Background: an optimization exercise with open tools, aiming at small area. Do not read the settings as production practice.
The RTL was checked by simulation tests, not by an equivalence proof against the original design.

==> inputs of nickel <==
==> flow/design.v (excerpt) <==
module fir_filter (
    input CLK_Filter,
    input rst_n,
    input wire [7:0] filter_in,
    output wire [19:0] filter_out
);
Settings: LEC_CHECK=0, CAP_MARGIN=20, CORE_MARGIN=2, CORE_UTILIZATION=70, GPL_TIMING_DRIVEN=1, SLEW_MARGIN=20, SYNTH_HIERARCHICAL=1, SYNTH_MINIMUM_KEEP_SIZE=0; clock period 8.0 ns.
standard.sh (not shown) runs the stock make flow with config.mk's settings and CLKGATE_MAP_FILE= SYNTH_SCRIPT=/design/flow/synth_recipe.tcl, a recipe that flattens the netlist after the stock synthesis.
==> flow/flow/run.sh <==
#!/bin/bash
# The standard ORFS flow (the standard.sh) with two arguments changed:
# the port buffers use the smallest buffer cell, and the clock tree is built
# from smaller clusters of smaller buffers, without dummy loads.
set -euo pipefail
bash standard.sh \
  'BUFFER_PORTS_ARGS=-buffer_cell sky130_fd_sc_hd__buf_1' \
  'CTS_ARGS=-sink_clustering_enable -repair_clock_nets -sink_clustering_size 16 -sink_clustering_max_diameter 80 -sink_buffer_max_cap_derate 1.0 -buf_list {sky130_fd_sc_hd__clkbuf_8} -dont_use_dummy_load' \
  finish > standard.log 2>&1
==> pepper (differences from nickel) <==
--- a/flow/config.mk
+++ b/flow/config.mk
@@ -8,6 +8,6 @@
 export CAP_MARGIN = 20
 export CORE_MARGIN = 2
-export CORE_UTILIZATION = 70
-export GPL_TIMING_DRIVEN = 1
+export CORE_UTILIZATION = 75
+export GPL_TIMING_DRIVEN = 0
 export SLEW_MARGIN = 20
 export SYNTH_HIERARCHICAL = 1
==> onyx (differences from nickel) <==
--- a/flow/config.mk
+++ b/flow/config.mk
@@ -8,6 +8,6 @@
 export CAP_MARGIN = 20
 export CORE_MARGIN = 2
-export CORE_UTILIZATION = 70
-export GPL_TIMING_DRIVEN = 1
+export CORE_UTILIZATION = 80
+export GPL_TIMING_DRIVEN = 0
 export SLEW_MARGIN = 20
 export SYNTH_HIERARCHICAL = 1
==> results.txt <==
nickel finished with timing, DRC and antenna clean. onyx died in detailed placement, error DPL-0033. pepper passed the timing, design-rule and antenna checks. Between nickel and pepper, the lower routed wire length is in nickel (gap about 16%, measured against pepper). Against pepper, the final cell count of nickel is larger by about 0.22%. Synthesized cell count is the same in onyx and nickel. Utilization: nickel is lower than pepper (7.2 points). Clock-buffer cell count is the same in pepper and nickel. Against pepper, the die area of nickel is higher by about 7%. In nickel the register-to-register slack is better than in pepper, by 0.13 ns. Area after synthesis is the same in pepper and onyx.

---

==> maple <==
fir_filter, a different RTL version from the one above (not shown whole).
clock: 8.0 ns
lec_check: 0
cap_margin: 20
core_margin: 2
core_utilization: 70
gpl_timing_driven: 0
slew_margin: 20
synth_hierarchical: 1
synth_minimum_keep_size: 0
Scripts as last shown in full above: flow/flow/run.sh
==> yarrow: changes against maple <==
--- a/flow/design.v
+++ b/flow/design.v
@@ -590,65 +590,57 @@
   fir_ha us522 (.a(c521), .b(s360), .s(s522), .co(c523));
   wire s524, c525;
   fir_ha us524 (.a(c523), .b(s384), .s(s524), .co(c525));
   wire s526, c527;
   fir_fa us526 (.a(c385), .b(c525), .ci(s408), .s(s526), .co(c527));
   wire s528, c529;
-  fir_ha us528 (.a(c409), .b(s432), .s(s528), .co(c529));
+  fir_fa us528 (.a(c409), .b(s432), .ci(c527), .s(s528), .co(c529));
   wire s530, c531;
-  fir_ha us530 (.a(c433), .b(s454), .s(s530), .co(c531));
+  fir_fa us530 (.a(c433), .b(s454), .ci(c529), .s(s530), .co(c531));
   wire s532, c533;
   fir_ha us532 (.a(c455), .b(s472), .s(s532), .co(c533));
   wire s534, c535;
   fir_ha us534 (.a(c473), .b(s488), .s(s534), .co(c535));
   wire s536, c537;
   fir_ha us536 (.a(s498), .b(c489), .s(s536), .co(c537));
   wire s538, c539;
   fir_ha us538 (.a(s504), .b(c499), .s(s538), .co(c539));
   wire s540, c541;
   fir_ha us540 (.a(s506), .b(c505), .s(s540), .co(c541));
-  wire g542 = c529 | (s528 & c527);
-  wire g543 = c533 | (s532 & c531);
-  wire a544 = s532 & s530;
-  wire g545 = c537 | (s536 & c535);
-  wire a546 = s536 & s534;
-  wire g547 = c541 | (s540 & c539);
-  wire a548 = s540 & s538;
-  wire a549 = s510 & s508;
-  wire a550 = s514 & s512;
-  wire g551 = c531 | (s530 & g542);
-  wire g552 = g543 | (a544 & g542);
-  wire g553 = c539 | (s538 & g545);
-  wire a554 = s538 & a546;
-  wire g555 = g547 | (a548 & g545);
-  wire a556 = a548 & a546;
-  wire a557 = s512 & a549;
-  wire a558 = a550 & a549;
-  wire g559 = c535 | (s534 & g552);
-  wire g560 = g545 | (a546 & g552);
-  wire g561 = g553 | (a554 & g552);
-  wire g562 = g555 | (a556 & g552);
-  wire a563 = s516 & a558;
-  wire a564 = s508 & g562;
-  wire a565 = a549 & g562;
-  wire a566 = a557 & g562;
-  wire a567 = a558 & g562;
-  wire a568 = a563 & g562;
-  wire o569 = s528 ^ c527;
-  wire o570 = s530 ^ g542;
-  wire o571 = s532 ^ g551;
-  wire o572 = s534 ^ g552;
-  wire o573 = s536 ^ g559;
-  wire o574 = s538 ^ g560;
-  wire o575 = s540 ^ g561;
-  wire o576 = s508 ^ g562;
-  wire o577 = s510 ^ a564;
-  wire o578 = s512 ^ a565;
-  wire o579 = s514 ^ a566;
-  wire o580 = s516 ^ a567;
-  wire [19:0] y = {o580, o579, o578, o577, o576, o575, o574, o573, o572, o571, o570, o569, s526, s524, s522, s520, s518, s308, s296, s288};
+  wire g542 = c533 | (s532 & c531);
+  wire g543 = c537 | (s536 & c535);
+  wire a544 = s536 & s534;
+  wire g545 = c541 | (s540 & c539);
+  wire a546 = s540 & s538;
+  wire a547 = s510 & s508;
+  wire a548 = s514 & s512;
+  wire g549 = c535 | (s534 & g542);
+  wire g550 = g543 | (a544 & g542);
+  wire a551 = s508 & g545;
+  wire a552 = s508 & a546;
+  wire a553 = a547 & g545;
+  wire a554 = a547 & a546;
+  wire a555 = s516 & a548;
+  wire g556 = c539 | (s538 & g550);
+  wire g557 = g545 | (a546 & g550);
+  wire g558 = a551 | (a552 & g550);
+  wire g559 = a553 | (a554 & g550);
+  wire a560 = s512 & g559;
+  wire a561 = a548 & g559;
+  wire a562 = a555 & g559;
+  wire o563 = s532 ^ c531;
+  wire o564 = s534 ^ g542;
+  wire o565 = s536 ^ g549;
+  wire o566 = s538 ^ g550;
+  wire o567 = s540 ^ g556;
+  wire o568 = s508 ^ g557;
+  wire o569 = s510 ^ g558;
+  wire o570 = s512 ^ g559;
+  wire o571 = s514 ^ a560;
+  wire o572 = s516 ^ a561;
+  wire [19:0] y = {o572, o571, o570, o569, o568, o567, o566, o565, o564, o563, s530, s528, s526, s524, s522, s520, s518, s308, s296, s288};
   always @(posedge CLK_Filter or negedge rst_n) begin
     if (!rst_n) q <= 20'd0;
     else q <= y & {20{en}};
   end
   assign filter_out = q;
 endmodule
==> flow/flow/run.sh (replaced) <==
#!/bin/bash
# The standard ORFS flow (the standard.sh) with two arguments changed:
# the port buffers use the smallest buffer cell, and the clock tree is built
# from smaller clusters of smaller buffers, without dummy loads.
set -euo pipefail
bash standard.sh \
  'BUFFER_PORTS_ARGS=-buffer_cell sky130_fd_sc_hd__buf_1' \
  'CTS_ARGS=-sink_clustering_enable -repair_clock_nets -sink_clustering_size 20 -sink_clustering_max_diameter 100 -sink_buffer_max_cap_derate 1.0 -buf_list {sky130_fd_sc_hd__clkbuf_8} -dont_use_dummy_load' \
  finish > standard.log 2>&1
==> notes <==
- In yarrow the routed wire length is smaller than in maple, by about 8%.
- Setup slack: yarrow is better than maple (17 ps).
- Of yarrow and maple, maple has the higher global-route usage (gap 1.4 points).
- Of maple and yarrow, yarrow has the higher register-to-register slack (gap 20 ps).
- In maple the count of clock-buffer cells in the layout is higher than in yarrow, by 3.
- Against maple, the cell count of yarrow is smaller by 2.9%.
- In maple the clock skew is higher than in yarrow, by 39 ps.
- Non-clock buffer count is the same in maple and yarrow.

-- separate check: timing with driven ports --
How much do the figures lean on ideal ports? The routed layouts below were timed once more, with nothing changed but the port constraints.
Step 1 (the two cells are an assumption about what drives the block):
set clk [get_ports {CLK_Filter}]
set_driving_cell -lib_cell sky130_fd_sc_hd__clkbuf_16 $clk
set_driving_cell -lib_cell sky130_fd_sc_hd__buf_2 [delete_from_list [all_inputs] $clk]
Step 2 adds t to the input delays and takes it off the output delays; t is the mean of the earliest and latest rising clock arrival at the registers after step 1. Input paths then give back, and output paths get back, about the clock's delay inside the block.
Slacks: no drivers / after step 1 / after step 2; pairs: no drivers / after step 1.
| run | shift t [ns] | slack for setup (ns) | hold WS [ns] | worst setup path at the end | latest minus earliest clock arrival (ns) |
|---|---|---|---|---|---|
| nickel | 0.511 | 0.234 / 0.234 / 0.234 | 0.334 / 0.334 / 0.334 | register to register | 0.035 / 0.034 |
| pepper | 0.530 | 0.100 / 0.100 / 0.100 | 0.333 / 0.333 / 0.333 | register to register | 0.031 / 0.031 |
| maple | 0.531 | 0.217 / 0.217 / 0.217 | 0.331 / 0.331 / 0.331 | register to register | 0.074 / 0.074 |
| yarrow | 0.518 | 0.235 / 0.235 / 0.235 | 0.330 / 0.330 / 0.330 | register to register | 0.035 / 0.035 |
After both steps every run listed still meets setup and hold.
